Source: an optimization exercise on an open RTL-to-GDS flow (aim: small area and a short achievable clock period). Production flows keep margins and buffers that such runs may drop.

==> wip/onyx <==
// fir
module fir(
	input			clk_100k,
	input			rst_n,
	input 	signed [8:0]	samp_in,
	output 	signed [8:0]	fir_out
);
reg [8:0] x0, x1, x2, x3, x4, x5, x6, x7, x8, x9, x10, x11, x12, x13, x14, x15, x16, x17;
reg rq2_0_0, rq2_0_1, rq2_1_0, rq2_2_0, rq2_2_1, rq2_3_0, rq2_4_0, rq2_5_0, rq2_6_0, rq2_6_1, rq2_7_0, rq2_7_1, rq2_8_0, rq2_8_1, rq2_9_0, rq2_10_0, rq2_10_1, rq2_11_0, rq2_11_1, rq2_12_0, rq2_12_1, rq2_13_0, rq2_13_1, rq2_14_0, rq2_14_1, rq2_15_0, rq2_16_0, rq2_16_1, rq2_17_0, rq2_17_1, rq2_18_0, rq2_18_1, rq2_19_0, rq2_19_1, rq2_20_0, rq2_20_1, rq2_21_0, rq2_21_1, rq2_22_0, rq2_22_1, rq2_23_0, rq2_23_1, rq2_24_0, rq2_24_1, rq1_0_0, rq1_0_1, rq1_1_0, rq1_2_0, rq1_3_0, rq1_3_1, rq1_4_0, rq1_5_0, rq1_5_1, rq1_6_0, rq1_7_0, rq1_8_0, rq1_8_1, rq1_9_0, rq1_9_1, rq1_10_0, rq1_11_0, rq1_12_0, rq1_12_1, rq1_13_0, rq1_13_1, rq1_14_0, rq1_14_1, rq1_15_0, rq1_15_1, rq1_16_0, rq1_16_1, rq1_17_0, rq1_17_1, rq1_18_0, rq1_18_1, rq1_19_0, rq1_20_0, rq1_20_1, rq1_21_0, rq1_21_1, rq1_22_0, rq1_22_1, rq1_23_0, rq1_23_1, rq1_24_0;
wire [9:0] u2_6 = {x3[8],x3} + {x11[8],x11};
wire [9:0] u2_7 = {x4[8],x4} + {x10[8],x10};
wire [9:0] u2_8 = {x5[8],x5} + {x9[8],x9};
wire [9:0] u2_9 = {x6[8],x6} + {x8[8],x8};
wire [9:0] u1_2 = {x0[8],x0} + {x16[8],x16};
wire [9:0] u1_3 = {x1[8],x1} + {x15[8],x15};
wire [9:0] u1_4 = {x2[8],x2} + {x14[8],x14};
wire [9:0] u1_5 = {x3[8],x3} + {x13[8],x13};
wire h2_1_s, h2_1_c;
assign {h2_1_c, h2_1_s} = 1'b1 + x7[0] + u2_7[0];
wire h2_2_s, h2_2_c;
fir_ha h2_2_ha ({~u2_6[0]}, u2_8[0], h2_2_s, h2_2_c);
wire h2_3_s, h2_3_c;
assign {h2_3_c, h2_3_s} = 1'b1 + x7[1] + x17[0];
wire h2_4_s, h2_4_c;
fir_fa h2_4_fa (h2_3_s, u2_7[1], u2_8[1], h2_4_s, h2_4_c);
wire h2_5_s, h2_5_c;
fir_fa h2_5_fa (u2_6[1], u2_9[0], {~h2_2_c}, h2_5_s, h2_5_c);
wire h2_6_s, h2_6_c;
fir_fa h2_6_fa (h2_1_c, h2_4_s, {~h2_5_s}, h2_6_s, h2_6_c);
wire h2_7_s, h2_7_c;
fir_fa h2_7_fa (x7[2], x17[1], h2_3_c, h2_7_s, h2_7_c);
wire h2_8_s, h2_8_c;
fir_fa h2_8_fa (h2_7_s, u2_7[2], u2_8[2], h2_8_s, h2_8_c);
wire h2_9_s, h2_9_c;
  ...
export LEC_CHECK = 0
export CAP_MARGIN = 20
export CORE_MARGIN = 2
export CORE_UTILIZATION = 65
export CTS_BUF_LIST = sky130_fd_sc_hd__clkbuf_8 sky130_fd_sc_hd__clkbuf_16
export CTS_CLUSTER_DIAMETER = 80
export CTS_CLUSTER_SIZE = 30
export SLEW_MARGIN = 20
export SYNTH_HIERARCHICAL = 1
export SYNTH_MINIMUM_KEEP_SIZE = 0
create_clock -name core_clock -period 16.0 [get_ports {clk_100k}]
standard.sh (not shown) runs the stock make flow with config.mk's settings and CLKGATE_MAP_FILE= SYNTH_SCRIPT=/design/flow/synth_recipe.tcl, a recipe that flattens the netlist after the stock synthesis.
==> flow/flow/run.sh <==
#!/bin/bash
# The standard layout (standard.sh), with repair_timing asked to keep a setup margin:
# the constraints are unchanged, the margin only makes the timing repair work harder.
set -euo pipefail
MARGIN=${MARGIN:-11}
sed "s|\"\${@:-finish}\"|SETUP_SLACK_MARGIN=$MARGIN \"\${@:-finish}\"|" standard.sh > margin.sh
grep -q "SETUP_SLACK_MARGIN=$MARGIN" margin.sh
bash margin.sh > layout.log 2>&1
==> inputs of wip/yarrow, as changes to wip/onyx <==
--- a/flow/design.v
+++ b/flow/design.v
@@ -1056,25 +1056,25 @@
 wire h0_21_s, h0_21_c;
 assign {h0_21_c, h0_21_s} = 1'b0 + rq1_17_0 + rq1_17_1;
 wire h0_22_s, h0_22_c;
 fir_fa h0_22_fa ({~x0[7]}, h0_19_c, h0_21_s, h0_22_s, h0_22_c);
 wire h0_23_s, h0_23_c;
-fir_fa h0_23_fa (x0[8], {~rq1_18_0}, rq1_18_1, h0_23_s, h0_23_c);
+assign {h0_23_c, h0_23_s} = 1'b0 + x0[8] + rq1_18_1;
 wire h0_24_s, h0_24_c;
-fir_ha h0_24_ha ({~h0_21_c}, {~h0_23_s}, h0_24_s, h0_24_c);
+fir_fa h0_24_fa ({~rq1_18_0}, h0_21_c, h0_23_s, h0_24_s, h0_24_c);
 wire h0_25_s, h0_25_c;
-assign {h0_25_c, h0_25_s} = 1'b1 + rq1_19_0 + {~h0_23_c};
+fir_ha h0_25_ha (rq1_19_0, {~h0_23_c}, h0_25_s, h0_25_c);
 wire h0_26_s, h0_26_c;
 assign {h0_26_c, h0_26_s} = 1'b1 + {~rq1_20_0} + rq1_20_1;
 wire h0_27_s, h0_27_c;
 assign {h0_27_c, h0_27_s} = 1'b1 + rq1_21_0 + {~rq1_21_1};
 wire h0_28_s, h0_28_c;
 assign {h0_28_c, h0_28_s} = 1'b1 + rq1_22_0 + rq1_22_1;
 wire h0_29_s, h0_29_c;
 assign {h0_29_c, h0_29_s} = 1'b1 + rq1_23_0 + rq1_23_1;
 wire h0_30_s = 1'b1 ^ rq1_24_0 ^ h0_29_c;
-wire [24:0] e0 = {h0_30_s, h0_28_c, h0_27_c, h0_26_c, h0_26_s, h0_24_c, h0_24_s, {~h0_20_c}, h0_18_c, h0_16_c, h0_14_c, h0_12_c, {~h0_10_c}, {~h0_10_s}, {~h0_7_c}, {~h0_6_c}, {~h0_6_s}, h0_5_s, h0_4_s, h0_2_c, h0_2_s, rq1_3_0, rq1_2_0, rq1_1_0, rq1_0_0} + {1'b0, h0_29_s, h0_28_s, h0_27_s, h0_25_c, h0_25_s, {~h0_22_c}, {~h0_22_s}, {~h0_20_s}, h0_18_s, h0_16_s, h0_14_s, h0_12_s, 1'b0, {~h0_8_s}, {~h0_7_s}, h0_5_c, 1'b0, {~h0_3_c}, {~h0_3_s}, {~h0_1_c}, {~h0_1_s}, 1'b0, 1'b0, rq1_0_1};
+wire [24:0] e0 = {h0_30_s, h0_28_c, h0_27_c, h0_26_c, h0_26_s, h0_25_s, {~h0_22_c}, {~h0_20_c}, h0_18_c, h0_16_c, h0_14_c, h0_12_c, {~h0_10_c}, {~h0_10_s}, {~h0_7_c}, {~h0_6_c}, {~h0_6_s}, h0_5_s, h0_4_s, h0_2_c, h0_2_s, rq1_3_0, rq1_2_0, rq1_1_0, rq1_0_0} + {1'b0, h0_29_s, h0_28_s, h0_27_s, h0_25_c, {~h0_24_c}, {~h0_24_s}, {~h0_22_s}, {~h0_20_s}, h0_18_s, h0_16_s, h0_14_s, h0_12_s, 1'b0, {~h0_8_s}, {~h0_7_s}, h0_5_c, 1'b0, {~h0_3_c}, {~h0_3_s}, {~h0_1_c}, {~h0_1_s}, 1'b0, 1'b0, rq1_0_1};
 reg [13:0] tl;
 always @* begin
 	case (samp_in[3:0])
 	4'd0: tl = 14'd0;
 	4'd1: tl = 14'd786;
@@ -1095,87 +1095,76 @@
 	endcase
 end
 reg [14:0] th;
 always @* begin
 	case (samp_in[8:4])
-	5'd0: th = 15'd0;
-	5'd1: th = 15'd786;
-	5'd2: th = 15'd1572;
-	5'd3: th = 15'd2358;
-	5'd4: th = 15'd3144;
-	5'd5: th = 15'd3930;
-	5'd6: th = 15'd4716;
-	5'd7: th = 15'd5502;
-	5'd8: th = 15'd6288;
-	5'd9: th = 15'd7074;
-	5'd10: th = 15'd7860;
-	5'd11: th = 15'd8646;
-	5'd12: th = 15'd9432;
-	5'd13: th = 15'd10218;
-	5'd14: th = 15'd11004;
-	5'd15: th = 15'd11790;
-	5'd16: th = 15'd20192;
-	5'd17: th = 15'd20978;
-	5'd18: th = 15'd21764;
-	5'd19: th = 15'd22550;
-	5'd20: th = 15'd23336;
-	5'd21: th = 15'd24122;
-	5'd22: th = 15'd24908;
-	5'd23: th = 15'd25694;
-	5'd24: th = 15'd26480;
-	5'd25: th = 15'd27266;
-	5'd26: th = 15'd28052;
-	5'd27: th = 15'd28838;
-	5'd28: th = 15'd29624;
-	5'd29: th = 15'd30410;
-	5'd30: th = 15'd31196;
-	5'd31: th = 15'd31982;
+	5'd0: th = 15'd16384;
+	5'd1: th = 15'd17170;
+	5'd2: th = 15'd17956;
+	5'd3: th = 15'd18742;
+	5'd4: th = 15'd19528;
+	5'd5: th = 15'd20314;
+	5'd6: th = 15'd21100;
+	5'd7: th = 15'd21886;
+	5'd8: th = 15'd22672;
+	5'd9: th = 15'd23458;
+	5'd10: th = 15'd24244;
+	5'd11: th = 15'd25030;
+	5'd12: th = 15'd25816;
+	5'd13: th = 15'd26602;
+	5'd14: th = 15'd27388;
+	5'd15: th = 15'd28174;
+	5'd16: th = 15'd3808;
+	5'd17: th = 15'd4594;
+	5'd18: th = 15'd5380;
+	5'd19: th = 15'd6166;
+	5'd20: th = 15'd6952;
+	5'd21: th = 15'd7738;
+	5'd22: th = 15'd8524;
+	5'd23: th = 15'd9310;
+	5'd24: th = 15'd10096;
+	5'd25: th = 15'd10882;
+	5'd26: th = 15'd11668;
+	5'd27: th = 15'd12454;
+	5'd28: th = 15'd13240;
+	5'd29: th = 15'd14026;
+	5'd30: th = 15'd14812;
+	5'd31: th = 15'd15598;
 	endcase
 end
-wire g_1_s, g_1_c;
-fir_fa g_1_fa (e0[4], tl[4], th[0], g_1_s, g_1_c);
-wire g_2_s, g_2_c;
-fir_fa g_2_fa (e0[5], tl[5], th[1], g_2_s, g_2_c);
-wire g_3_s, g_3_c;
-fir_fa g_3_fa (e0[6], tl[6], th[2], g_3_s, g_3_c);
 wire g_4_s, g_4_c;
-fir_fa g_4_fa (e0[7], tl[7], th[3], g_4_s, g_4_c);
+fir_fa g_4_fa (e0[4], tl[4], th[0], g_4_s, g_4_c);
 wire g_5_s, g_5_c;
-fir_fa g_5_fa (e0[8], tl[8], th[4], g_5_s, g_5_c);
+fir_fa g_5_fa (e0[5], tl[5], th[1], g_5_s, g_5_c);
 wire g_6_s, g_6_c;
-fir_fa g_6_fa (e0[9], tl[9], th[5], g_6_s, g_6_c);
+fir_fa g_6_fa (e0[6], tl[6], th[2], g_6_s, g_6_c);
 wire g_7_s, g_7_c;
-fir_fa g_7_fa (e0[10], tl[10], th[6], g_7_s, g_7_c);
+fir_fa g_7_fa (e0[7], tl[7], th[3], g_7_s, g_7_c);
 wire g_8_s, g_8_c;
-fir_fa g_8_fa (e0[11], tl[11], th[7], g_8_s, g_8_c);
+fir_fa g_8_fa (e0[8], tl[8], th[4], g_8_s, g_8_c);
 wire g_9_s, g_9_c;
-fir_fa g_9_fa (e0[12], tl[12], th[8], g_9_s, g_9_c);
+fir_fa g_9_fa (e0[9], tl[9], th[5], g_9_s, g_9_c);
 wire g_10_s, g_10_c;
-fir_fa g_10_fa (e0[13], tl[13], th[9], g_10_s, g_10_c);
+fir_fa g_10_fa (e0[10], tl[10], th[6], g_10_s, g_10_c);
 wire g_11_s, g_11_c;
-fir_ha g_11_ha (e0[14], th[10], g_11_s, g_11_c);
+fir_fa g_11_fa (e0[11], tl[11], th[7], g_11_s, g_11_c);
 wire g_12_s, g_12_c;
-fir_fa g_12_fa (e0[15], th[11], g_11_c, g_12_s, g_12_c);
+fir_fa g_12_fa (e0[12], tl[12], th[8], g_12_s, g_12_c);
 wire g_13_s, g_13_c;
-fir_ha g_13_ha (e0[16], th[12], g_13_s, g_13_c);
+fir_fa g_13_fa (e0[13], tl[13], th[9], g_13_s, g_13_c);
 wire g_14_s, g_14_c;
-fir_fa g_14_fa (e0[17], th[13], g_13_c, g_14_s, g_14_c);
+fir_ha g_14_ha (e0[14], th[10], g_14_s, g_14_c);
 wire g_15_s, g_15_c;
-assign {g_15_c, g_15_s} = 1'b1 + e0[18] + {~th[14]};
+fir_ha g_15_ha (e0[15], th[11], g_15_s, g_15_c);
 wire g_16_s, g_16_c;
-assign {g_16_c, g_16_s} = 1'b1 + e0[19];
+fir_ha g_16_ha (e0[16], th[12], g_16_s, g_16_c);
 wire g_17_s, g_17_c;
-assign {g_17_c, g_17_s} = 1'b1 + e0[20] + g_16_c;
+fir_ha g_17_ha (e0[17], th[13], g_17_s, g_17_c);
 wire g_18_s, g_18_c;
-assign {g_18_c, g_18_s} = 1'b1 + e0[21];
-wire g_19_s, g_19_c;
-assign {g_19_c, g_19_s} = 1'b1 + e0[22] + g_18_c;
-wire g_20_s, g_20_c;
-assign {g_20_c, g_20_s} = 1'b1 + e0[23];
-wire g_21_s = 1'b1 ^ e0[24] ^ g_20_c;
-wire [24:0] fa = {g_21_s, g_20_s, g_19_s, g_18_s, g_17_s, g_16_s, g_15_s, g_14_s, g_13_s, g_12_s, g_11_s, g_9_c, g_8_c, g_7_c, g_6_c, g_5_c, g_4_c, g_3_c, g_2_c, g_1_c, g_1_s, e0[3], e0[2], e0[1], e0[0]};
-wire [24:0] fb = {1'b0, g_19_c, 1'b0, g_17_c, 1'b0, g_15_c, g_14_c, 1'b0, g_12_c, 1'b0, g_10_c, g_10_s, g_9_s, g_8_s, g_7_s, g_6_s, g_5_s, g_4_s, g_3_s, g_2_s, 1'b0, tl[3], tl[2], tl[1], tl[0]};
+fir_ha g_18_ha (e0[18], th[14], g_18_s, g_18_c);
+wire [24:0] fa = {e0[24], e0[23], e0[22], e0[21], e0[20], e0[19], g_18_s, g_17_s, g_16_s, g_15_s, g_14_s, g_13_s, g_12_s, g_11_s, g_10_s, g_9_s, g_8_s, g_7_s, g_6_s, g_5_s, g_4_s, e0[3], e0[2], e0[1], e0[0]};
+wire [24:0] fb = {1'b0, 1'b0, 1'b0, 1'b0, 1'b0, g_18_c, g_17_c, g_16_c, g_15_c, g_14_c, g_13_c, g_12_c, g_11_c, g_10_c, g_9_c, g_8_c, g_7_c, g_6_c, g_5_c, g_4_c, 1'b0, tl[3], tl[2], tl[1], tl[0]};
 wire [16:0] lo = {1'b0, fa[15:0]} + {1'b0, fb[15:0]};
 wire [8:0] hs = fa[24:16] + fb[24:16];
 reg [8:0] oh;
 reg oc;
 always @(posedge clk_100k or negedge rst_n) begin
CTS_CLUSTER_DIAMETER = 60   (was 80)
CTS_CLUSTER_SIZE = 20   (was 30)
==> results.cfg <==
[clock_tree]
clk_latency_ns = 0.58

[hold_path]
hold_end = x13[2]

[routing]
wl_met3_um = 2610

[logic_synthesis]
yosys.cell_types.count = 58
yosysSeqAreaShare_pct = 28.2

[status]
status = complete, no violations

[worst_setup_path]
cp.depth = 13
critPathMaxFanout = 5
cp_cell_sequence = ha_1, inv_1, nor2_1, nor2_1, xnor2_1, fa_1, fa_1, fa_1, fa_2, inv_2, fa_2, fa_2, fa_2

[timing]
layout_min_cycle_time_ns = 5.51

[floorplan]
initial_core_util_pct = 66.2
# the run above: wip/yarrow

==> results.cfg <==
[logic_synthesis]
yosys.cell_types.count = 59
yosysSeqAreaShare_pct = 28.3
synth_seq_cells = 257

[status]
status = complete, no violations

[worst_setup_path]
critPathMaxFanout = 4
cp.depth = 22
critPathCaptureType = register
cp_cell_sequence = ha_4, inv_2, fa_2, inv_2, a21oi_2, o21bai_2, a21oi_2, o21bai_2, a21o_1, a21oi_4, xnor2_4, buf_4, buf_6, buf_6, fa_2, fa_2, fa_2, fa_1, inv_1, fa_1, ha_2, fa_1

[floorplan]
initial_core_util_pct = 66.1

[hold_path]
hold_end = x13[6]

[clock_tree]
clk_latency_ns = 0.57

[routing]
wl_met3_um = 2700
routed_wl_um = 59500

[timing]
layout_min_cycle_time_ns = 5.44
# the run above: wip/onyx

No run of this note included a check of the RTL's function; only the layout flow was run.

-- port drivers added, routing unchanged --
The results above use ideal ports. As a check the final layouts listed here were re-extracted and re-timed, cells and wires unchanged.
Step 1 assumes that a clkbuf_16 drives the clock port and a buf_2 every other input.
Step 2, shift: input delay + t, output delay - t, t = (earliest + latest rising clock arrival at the registers) / 2. This alone moves slack from input paths to output paths.
a / b / c = ideal / step 1 / step 2; a / b = the first two.
run	t, ns	setup slack, ns	slew at the worst register clock pin (ns)
wip/onyx	0.599	10.555 / 10.555 / 10.236	0.12 / 0.12
wip/yarrow	0.621	10.488 / 10.488 / 10.288	0.08 / 0.08
After both steps setup and hold are still met in every run listed. The setup slack of wip/onyx, which loses most, moves by 0.000 ns with the drivers and by -0.319 ns with both steps.
